This design comes from an exercise in tuning for small area on the open sky130 flow, not from production work.
The RTL was checked by simulation tests, not by an equivalence proof against the original design.
No activity file was given, so power comes from the tool's default toggle rates.

==> trial 36 <==
Design uvc_app, start of the top module:
module uvc_app(
    input         clk,
    input         rst,               
    input         usb_sof_i,
    input         usb_txact_i,
    input         usb_txpop_i,
    input  [7:0]  usb_rxdat_i,
    input         usb_rxval_i,
    input         usb_rxact_i,
    input         usb_setup_i,
    input  [3:0]  usb_endpt_i,
    input  [7:0]  inf_alter_i,
    input  [7:0]  inf_sel_i,
    input         inf_set_i,
    input  [9:0]  descrom_raddr_i,
    input         phy_txvalid_i,
    input  [7:0]  fifo_rdat_i,
    input  [11:0] fifo_wnum_i,
    input         fifo_aempty_i,
    input         fifo_afull_i,
    input         fifo_empty_i,
    output [7:0]  usb_txdat_o,
    output        usb_txval_o,
    output [11:0] usb_txdat_len_o,
    output        usb_txcork_o,
    output [3:0]  usb_txiso_pid_o,
    output [7:0]  inf_alter_o,
    output [7:0]  descrom_rdat_o,
    output [9:0]  desc_dev_addr_o,
    output [7:0]  desc_dev_len_o,
    output [9:0]  desc_qual_addr_o,
    output [7:0]  desc_qual_len_o,
    output [9:0]  desc_fscfg_addr_o,
    output [7:0]  desc_fscfg_len_o,
    output [9:0]  desc_hscfg_addr_o,
    output [7:0]  desc_hscfg_len_o,
    output [9:0]  desc_oscfg_addr_o,
    output [9:0]  desc_strlang_addr_o,
    output [9:0]  desc_strvendor_addr_o,
    output [7:0]  desc_strvendor_len_o,
    output [9:0]  desc_strproduct_addr_o,
    output [7:0]  desc_strproduct_len_o,
    output [9:0]  desc_strserial_addr_o,
    output [7:0]  desc_strserial_len_o,
    output        desc_have_strings_o,
    output [7:0]  fifo_wdat_o,
    output        fifo_wren_o,
    output        fifo_rden_o,
    output        LED,
    output [5:0]  GPIO
);
Settings: LEC_CHECK=0, ABC_AREA=1, CAP_MARGIN=20, CORE_MARGIN=2, CORE_UTILIZATION=40, SLEW_MARGIN=20; clock period 12.5 ns.
standard.sh (not shown) runs the stock make flow with config.mk's settings and CLKGATE_MAP_FILE= SYNTH_SCRIPT=/design/flow/synth_recipe.tcl, a recipe that flattens the netlist after the stock synthesis.
==> flow/flow/run.sh <==
#!/bin/bash
# Standard ORFS layout (the standard.sh, standard synthesis unchanged) with
# two changes: ports are buffered with buf_1 instead of the resizer's default
# pick, and the clock tree uses clkbuf_16 leaf clusters without dummy loads.
# make's output goes to flow_make.log; ORFS keeps each step's log under orfs/logs.
set -euo pipefail
bash standard.sh \
  "BUFFER_PORTS_ARGS=-buffer_cell sky130_fd_sc_hd__buf_1" \
  "CTS_ARGS=-sink_clustering_enable -repair_clock_nets -dont_use_dummy_load -buf_list sky130_fd_sc_hd__clkbuf_16 -sink_clustering_size 32 -sink_clustering_max_diameter 100" \
  finish > flow_make.log 2>&1
==> build 68: changes against trial 36 <==
--- a/flow/design.v
+++ b/flow/design.v
@@ -632,145 +632,106 @@
 assign desc_strvendor_addr_o  = 10'd223;
 assign desc_strvendor_len_o   = 8'd20;
 assign desc_strproduct_addr_o = 10'd243;
 assign desc_strproduct_len_o  = 8'd32;
 assign desc_strserial_addr_o  = 10'd275;
 assign desc_strserial_len_o   = 8'd2;
 assign desc_have_strings_o    = 1'b1;
-wire       endpt0_send;
-wire [7:0] endpt0_dat;
-uvc_probe u_probe (
-    .clk         (clk),
-    .rst         (rst),
-    .setup_i     (usb_setup_i),
-    .rxdat_i     (usb_rxdat_i),
-    .rxval_i     (usb_rxval_i),
-    .rxact_i     (usb_rxact_i),
-    .txact_i     (usb_txact_i),
-    .txpop_i     (usb_txpop_i),
-    .ep0_i       (ep0),
-    .send_o      (endpt0_send),
-    .dat_o       (endpt0_dat)
-);
-assign usb_txdat_o = ep0 ? endpt0_dat : fifo_rdat_i;
-assign usb_txval_o = ep0 & endpt0_send;
-endmodule
-module uvc_probe (
-    input            clk,
-    input            rst,
-    input            setup_i,
-    input      [7:0] rxdat_i,
-    input            rxval_i,
-    input            rxact_i,
-    input            txact_i,
-    input            txpop_i,
-    input            ep0_i,
-    output           send_o,
-    output     [7:0] dat_o
-);
 reg        rq_set, rq_get, v_ok, i_ok;
 reg [3:0]  stage;
 reg [7:0]  sub_stage;
 reg        endpt0_send;
-assign send_o = endpt0_send;
 reg [7:0]  endpt0_dat;
-assign dat_o = endpt0_dat;
 wire       match = v_ok & i_ok;
+assign usb_txdat_o = ep0 ? endpt0_dat : fifo_rdat_i;
+assign usb_txval_o = ep0 & endpt0_send;
 localparam [271:0] PROBE_RST = 272'h0000000003938700000004000004b000000000000000000000000005161501010000;
 wire [271:0] probe;
-wire probe_we = ~setup_i & rq_set & match & rxact_i & ep0_i & rxval_i;
-wire [7:0] rxd_z = rxdat_i & {8{~rst}};
-wire [7:0] rxd_o = rxdat_i | {8{rst}};
+wire probe_we = ~usb_setup_i & rq_set & match & usb_rxact_i & ep0 & usb_rxval_i;
 genvar k;
 generate
     for (k = 0; k < 34; k = k + 1) begin : g_probe
         if (k >= 22 && k <= 25) begin : g_const
             assign probe[8*k +: 8] = PROBE_RST[8*k +: 8];
         end
         else begin : g_reg
             reg [7:0] r;
-            wire en = rst | (probe_we & dec[k]);
-            always @(posedge clk) begin
-                if (en)
-                    r <= (rxd_z & ~PROBE_RST[8*k +: 8]) | (rxd_o & PROBE_RST[8*k +: 8]);
+            always @(posedge clk, posedge rst) begin
+                if (rst)
+                    r <= PROBE_RST[8*k +: 8];
+                else if (probe_we && sub_stage == k)
+                    r <= usb_rxdat_i;
             end
             assign probe[8*k +: 8] = r;
         end
     end
 endgenerate
-wire [33:0] dec;
-generate
-    for (k = 0; k < 34; k = k + 1) begin : g_dec
-        assign dec[k] = (sub_stage == k);
-    end
-endgenerate
 reg [7:0] probe_next;
 integer j;
 always @(*) begin
-    probe_next = 8'd0;
+    probe_next = endpt0_dat;
     for (j = 0; j < 33; j = j + 1)
-        probe_next = probe_next | ({8{dec[j]}} & probe[8*(j+1) +: 8]);
+        if (sub_stage == j)
+            probe_next = probe[8*(j+1) +: 8];
 end
-wire rd_ok = |dec[32:0];
 always @(posedge clk, posedge rst) begin
     if (rst) begin
         stage       <= 4'd0;
         sub_stage   <= 8'd0;
         endpt0_send <= 1'b0;
         endpt0_dat  <= 8'd0;
         rq_set      <= 1'b0;
         rq_get      <= 1'b0;
         v_ok        <= 1'b0;
         i_ok        <= 1'b0;
     end
-    else if (setup_i) begin
-        if (rxval_i) begin
+    else if (usb_setup_i) begin
+        if (usb_rxval_i) begin
             if (stage != 4'd8)
                 stage <= stage + 4'd1;
             case (stage)
                 4'd0: begin
                     sub_stage   <= 8'd0;
                     endpt0_send <= 1'b0;
                 end
                 4'd1: begin
-                    rq_set <= (rxdat_i == 8'h01);
-                    rq_get <= (rxdat_i == 8'h81) | (rxdat_i == 8'h87);
+                    rq_set <= (usb_rxdat_i == 8'h01);
+                    rq_get <= (usb_rxdat_i == 8'h81) | (usb_rxdat_i == 8'h87);
                 end
-                4'd3: v_ok <= (rxdat_i == 8'h01);
-                4'd4: i_ok <= (rxdat_i == 8'h01);
+                4'd3: v_ok <= (usb_rxdat_i == 8'h01);
+                4'd4: i_ok <= (usb_rxdat_i == 8'h01);
                 4'd6: if (rq_get & match) endpt0_send <= 1'b1;
                 4'd7: sub_stage <= 8'd0;
                 default: ;
             endcase
         end
     end
     else begin
         stage <= 4'd0;
         if (rq_set) begin
             if (match) begin
-                if (rxact_i & ep0_i) begin
-                    if (rxval_i)
+                if (usb_rxact_i & ep0) begin
+                    if (usb_rxval_i)
                         sub_stage <= sub_stage + 8'd1;
                 end
                 else
                     sub_stage <= 8'd0;
             end
         end
         else if (rq_get) begin
             if (match) begin
-                if (txact_i & ep0_i) begin
+                if (usb_txact_i & ep0) begin
                     if (endpt0_send) begin
-                        if (txpop_i) begin
+                        if (usb_txpop_i) begin
                             sub_stage <= sub_stage + 8'd1;
-                            if (dec[33])
+                            if (sub_stage == 8'd33)
                                 endpt0_send <= 1'b0;
-                            if (rd_ok)
-                                endpt0_dat <= probe_next;
+                            endpt0_dat <= probe_next;
                         end
-                        else if (dec[0])
+                        else if (sub_stage == 8'd0)
                             endpt0_dat <= probe[7:0];
                     end
                 end
                 else
                     sub_stage <= 8'd0;
             end
         end
==> flow/run.sh (new file) <==
#!/bin/bash
# synth_recipe.tcl (not shown) runs the flow's synth.tcl, then flattens the netlist and writes it again
# the make line also repeats each setting of config.mk as NAME=value (left out here)
make -C /OpenROAD-flow-scripts/flow DESIGN_CONFIG=/design/flow/config.mk WORK_HOME=/design/flow/orfs CLKGATE_MAP_FILE= SYNTH_SCRIPT=/design/flow/synth_recipe.tcl finish
removed: flow/flow/run.sh
removed: flow/standard.sh
==> trial 46: changes against trial 36 <==
--- a/flow/design.v
+++ b/flow/design.v
@@ -632,145 +632,106 @@
 assign desc_strvendor_addr_o  = 10'd223;
 assign desc_strvendor_len_o   = 8'd20;
 assign desc_strproduct_addr_o = 10'd243;
 assign desc_strproduct_len_o  = 8'd32;
 assign desc_strserial_addr_o  = 10'd275;
 assign desc_strserial_len_o   = 8'd2;
 assign desc_have_strings_o    = 1'b1;
-wire       endpt0_send;
-wire [7:0] endpt0_dat;
-uvc_probe u_probe (
-    .clk         (clk),
-    .rst         (rst),
-    .setup_i     (usb_setup_i),
-    .rxdat_i     (usb_rxdat_i),
-    .rxval_i     (usb_rxval_i),
-    .rxact_i     (usb_rxact_i),
-    .txact_i     (usb_txact_i),
-    .txpop_i     (usb_txpop_i),
-    .ep0_i       (ep0),
-    .send_o      (endpt0_send),
-    .dat_o       (endpt0_dat)
-);
-assign usb_txdat_o = ep0 ? endpt0_dat : fifo_rdat_i;
-assign usb_txval_o = ep0 & endpt0_send;
-endmodule
-module uvc_probe (
-    input            clk,
-    input            rst,
-    input            setup_i,
-    input      [7:0] rxdat_i,
-    input            rxval_i,
-    input            rxact_i,
-    input            txact_i,
-    input            txpop_i,
-    input            ep0_i,
-    output           send_o,
-    output     [7:0] dat_o
-);
 reg        rq_set, rq_get, v_ok, i_ok;
 reg [3:0]  stage;
 reg [7:0]  sub_stage;
 reg        endpt0_send;
-assign send_o = endpt0_send;
 reg [7:0]  endpt0_dat;
-assign dat_o = endpt0_dat;
 wire       match = v_ok & i_ok;
+assign usb_txdat_o = ep0 ? endpt0_dat : fifo_rdat_i;
+assign usb_txval_o = ep0 & endpt0_send;
 localparam [271:0] PROBE_RST = 272'h0000000003938700000004000004b000000000000000000000000005161501010000;
 wire [271:0] probe;
-wire probe_we = ~setup_i & rq_set & match & rxact_i & ep0_i & rxval_i;
-wire [7:0] rxd_z = rxdat_i & {8{~rst}};
-wire [7:0] rxd_o = rxdat_i | {8{rst}};
+wire probe_we = ~usb_setup_i & rq_set & match & usb_rxact_i & ep0 & usb_rxval_i;
 genvar k;
 generate
     for (k = 0; k < 34; k = k + 1) begin : g_probe
         if (k >= 22 && k <= 25) begin : g_const
             assign probe[8*k +: 8] = PROBE_RST[8*k +: 8];
         end
         else begin : g_reg
             reg [7:0] r;
-            wire en = rst | (probe_we & dec[k]);
-            always @(posedge clk) begin
-                if (en)
-                    r <= (rxd_z & ~PROBE_RST[8*k +: 8]) | (rxd_o & PROBE_RST[8*k +: 8]);
+            always @(posedge clk, posedge rst) begin
+                if (rst)
+                    r <= PROBE_RST[8*k +: 8];
+                else if (probe_we && sub_stage == k)
+                    r <= usb_rxdat_i;
             end
             assign probe[8*k +: 8] = r;
         end
     end
 endgenerate
-wire [33:0] dec;
-generate
-    for (k = 0; k < 34; k = k + 1) begin : g_dec
-        assign dec[k] = (sub_stage == k);
-    end
-endgenerate
 reg [7:0] probe_next;
 integer j;
 always @(*) begin
-    probe_next = 8'd0;
+    probe_next = endpt0_dat;
     for (j = 0; j < 33; j = j + 1)
-        probe_next = probe_next | ({8{dec[j]}} & probe[8*(j+1) +: 8]);
+        if (sub_stage == j)
+            probe_next = probe[8*(j+1) +: 8];
 end
-wire rd_ok = |dec[32:0];
 always @(posedge clk, posedge rst) begin
     if (rst) begin
         stage       <= 4'd0;
         sub_stage   <= 8'd0;
         endpt0_send <= 1'b0;
         endpt0_dat  <= 8'd0;
         rq_set      <= 1'b0;
         rq_get      <= 1'b0;
         v_ok        <= 1'b0;
         i_ok        <= 1'b0;
     end
-    else if (setup_i) begin
-        if (rxval_i) begin
+    else if (usb_setup_i) begin
+        if (usb_rxval_i) begin
             if (stage != 4'd8)
                 stage <= stage + 4'd1;
             case (stage)
                 4'd0: begin
                     sub_stage   <= 8'd0;
                     endpt0_send <= 1'b0;
                 end
                 4'd1: begin
-                    rq_set <= (rxdat_i == 8'h01);
-                    rq_get <= (rxdat_i == 8'h81) | (rxdat_i == 8'h87);
+                    rq_set <= (usb_rxdat_i == 8'h01);
+                    rq_get <= (usb_rxdat_i == 8'h81) | (usb_rxdat_i == 8'h87);
                 end
-                4'd3: v_ok <= (rxdat_i == 8'h01);
-                4'd4: i_ok <= (rxdat_i == 8'h01);
+                4'd3: v_ok <= (usb_rxdat_i == 8'h01);
+                4'd4: i_ok <= (usb_rxdat_i == 8'h01);
                 4'd6: if (rq_get & match) endpt0_send <= 1'b1;
                 4'd7: sub_stage <= 8'd0;
                 default: ;
             endcase
         end
     end
     else begin
         stage <= 4'd0;
         if (rq_set) begin
             if (match) begin
-                if (rxact_i & ep0_i) begin
-                    if (rxval_i)
+                if (usb_rxact_i & ep0) begin
+                    if (usb_rxval_i)
                         sub_stage <= sub_stage + 8'd1;
                 end
                 else
                     sub_stage <= 8'd0;
             end
         end
         else if (rq_get) begin
             if (match) begin
-                if (txact_i & ep0_i) begin
+                if (usb_txact_i & ep0) begin
                     if (endpt0_send) begin
-                        if (txpop_i) begin
+                        if (usb_txpop_i) begin
                             sub_stage <= sub_stage + 8'd1;
-                            if (dec[33])
+                            if (sub_stage == 8'd33)
                                 endpt0_send <= 1'b0;
-                            if (rd_ok)
-                                endpt0_dat <= probe_next;
+                            endpt0_dat <= probe_next;
                         end
-                        else if (dec[0])
+                        else if (sub_stage == 8'd0)
                             endpt0_dat <= probe[7:0];
                     end
                 end
                 else
                     sub_stage <= 8'd0;
             end
         end
==> flow/run.sh (new file) <==
#!/bin/bash
# synth_recipe.tcl (not shown) runs the flow's synth.tcl, then flattens the netlist and writes it again
# the make line also repeats each setting of config.mk as NAME=value (left out here)
make -C /OpenROAD-flow-scripts/flow DESIGN_CONFIG=/design/flow/config.mk WORK_HOME=/design/flow/orfs CLKGATE_MAP_FILE= SYNTH_SCRIPT=/design/flow/synth_recipe.tcl finish
Settings changed: CTS_BUF_LIST set to sky130_fd_sc_hd__clkbuf_16, CTS_CLUSTER_DIAMETER set to 100, CTS_CLUSTER_SIZE set to 32.
removed: flow/flow/run.sh
removed: flow/standard.sh
==> notes.md <==
Clock power, lowest first: trial 36, trial 46, build 68. Synthesized cell count is the same in build 68 and trial 46. The highest clock-buffer cell count belongs to build 68, the lowest to trial 36. Utilization: trial 36 is lower than trial 46 (1.6 points). Register-to-register slack, lowest first: trial 46, build 68, trial 36. Power, lowest first: trial 36, trial 46, build 68. Between trial 36 and trial 46, the lower area after synthesis is in trial 36 (gap about 5%, measured against trial 46). Between build 68 and trial 46, the lower first-iteration DRC count is in build 68 (gap 11%, measured against trial 46). Global-route usage: trial 36 > build 68 > trial 46.
==> figures <==
Result of the run: build 68 timing/DRC/antenna clean; trial 36 timing/DRC/antenna clean; trial 46 timing/DRC/antenna clean
Number of cells in the design after placement: build 68 4261; trial 36 3735; trial 46 4261
Share of the synthesized area in the top cell type: build 68 0.4002; trial 36 0.3282; trial 46 0.4002
Actual slew at the worst max-slew pin: build 68 1.110 ns; trial 36 1.143 ns; trial 46 1.113 ns
Portion of netlist area occupied by mux cells: build 68 0.001146; trial 36 0; trial 46 0.001146
Global-route track usage on met2: build 68 0.3182; trial 36 0.3316; trial 46 0.3175
Highest attainable clock frequency: build 68 0.1133 GHz; trial 36 0.1275 GHz; trial 46 0.1132 GHz
Post-DP Area: build 68 27730 um2; trial 36 25810 um2; trial 46 27730 um2
Setup slack on the worst flop-to-flop path: build 68 8.72 ns; trial 36 9.56 ns; trial 46 8.65 ns
Avg Vias per Cell: build 68 4.973; trial 36 5.169; trial 46 4.979
Worst slack at placement: build 68 3.829 ns; trial 36 4.745 ns; trial 46 3.829 ns
Minimum hold slack: build 68 0.3517 ns; trial 36 0.3906 ns; trial 46 0.3886 ns
VDD IR max: build 68 0.1056 mV; trial 36 0.08799 mV; trial 46 0.07520 mV
Number of tap cells added at floorplan: build 68 855; trial 36 837; trial 46 855
Layout-to-synthesis area ratio: build 68 1.1304x; trial 36 1.0587x; trial 46 1.0942x
Cell leakage power: build 68 0.01382 uW; trial 36 0.01156 uW; trial 46 0.01335 uW
Final instance area: build 68 29620 um2; trial 36 26340 um2; trial 46 28670 um2
Total of warnings raised by yosys: build 68 3; trial 36 4; trial 46 3
Fraction of registers with async set/reset: build 68 0.9290; trial 36 0.4280; trial 46 0.9290

## separate check: timing with driven ports
Ports are ideal in the flow. The routed layouts listed here were re-timed in OpenROAD. Step 1, drivers: a clkbuf_16 drives clk and a buf_2 each remaining input, both assumed. Step 2 adds t to the input delays and takes it off the output delays; t is the mean of the earliest and latest rising clock arrival at the registers after step 1. Input paths then give back, and output paths get back, about the clock's delay inside the block. a / b / c = no drivers / after step 1 / after step 2; a / b = the first two.
run | shift t [ns] | slack for setup (ns) | cell pins on the clock port's net
trial 36 | 0.605 | 4.655 / 4.632 / 4.632 | 1
build 68 | 0.655 | 3.676 / 3.644 / 3.644 | 1
trial 46 | 0.649 | 3.663 / 3.632 / 3.632 | 1
After both steps every run listed still meets setup and hold. The setup slack of build 68, which loses most, moves by -0.032 ns with the drivers and by -0.032 ns with both steps.
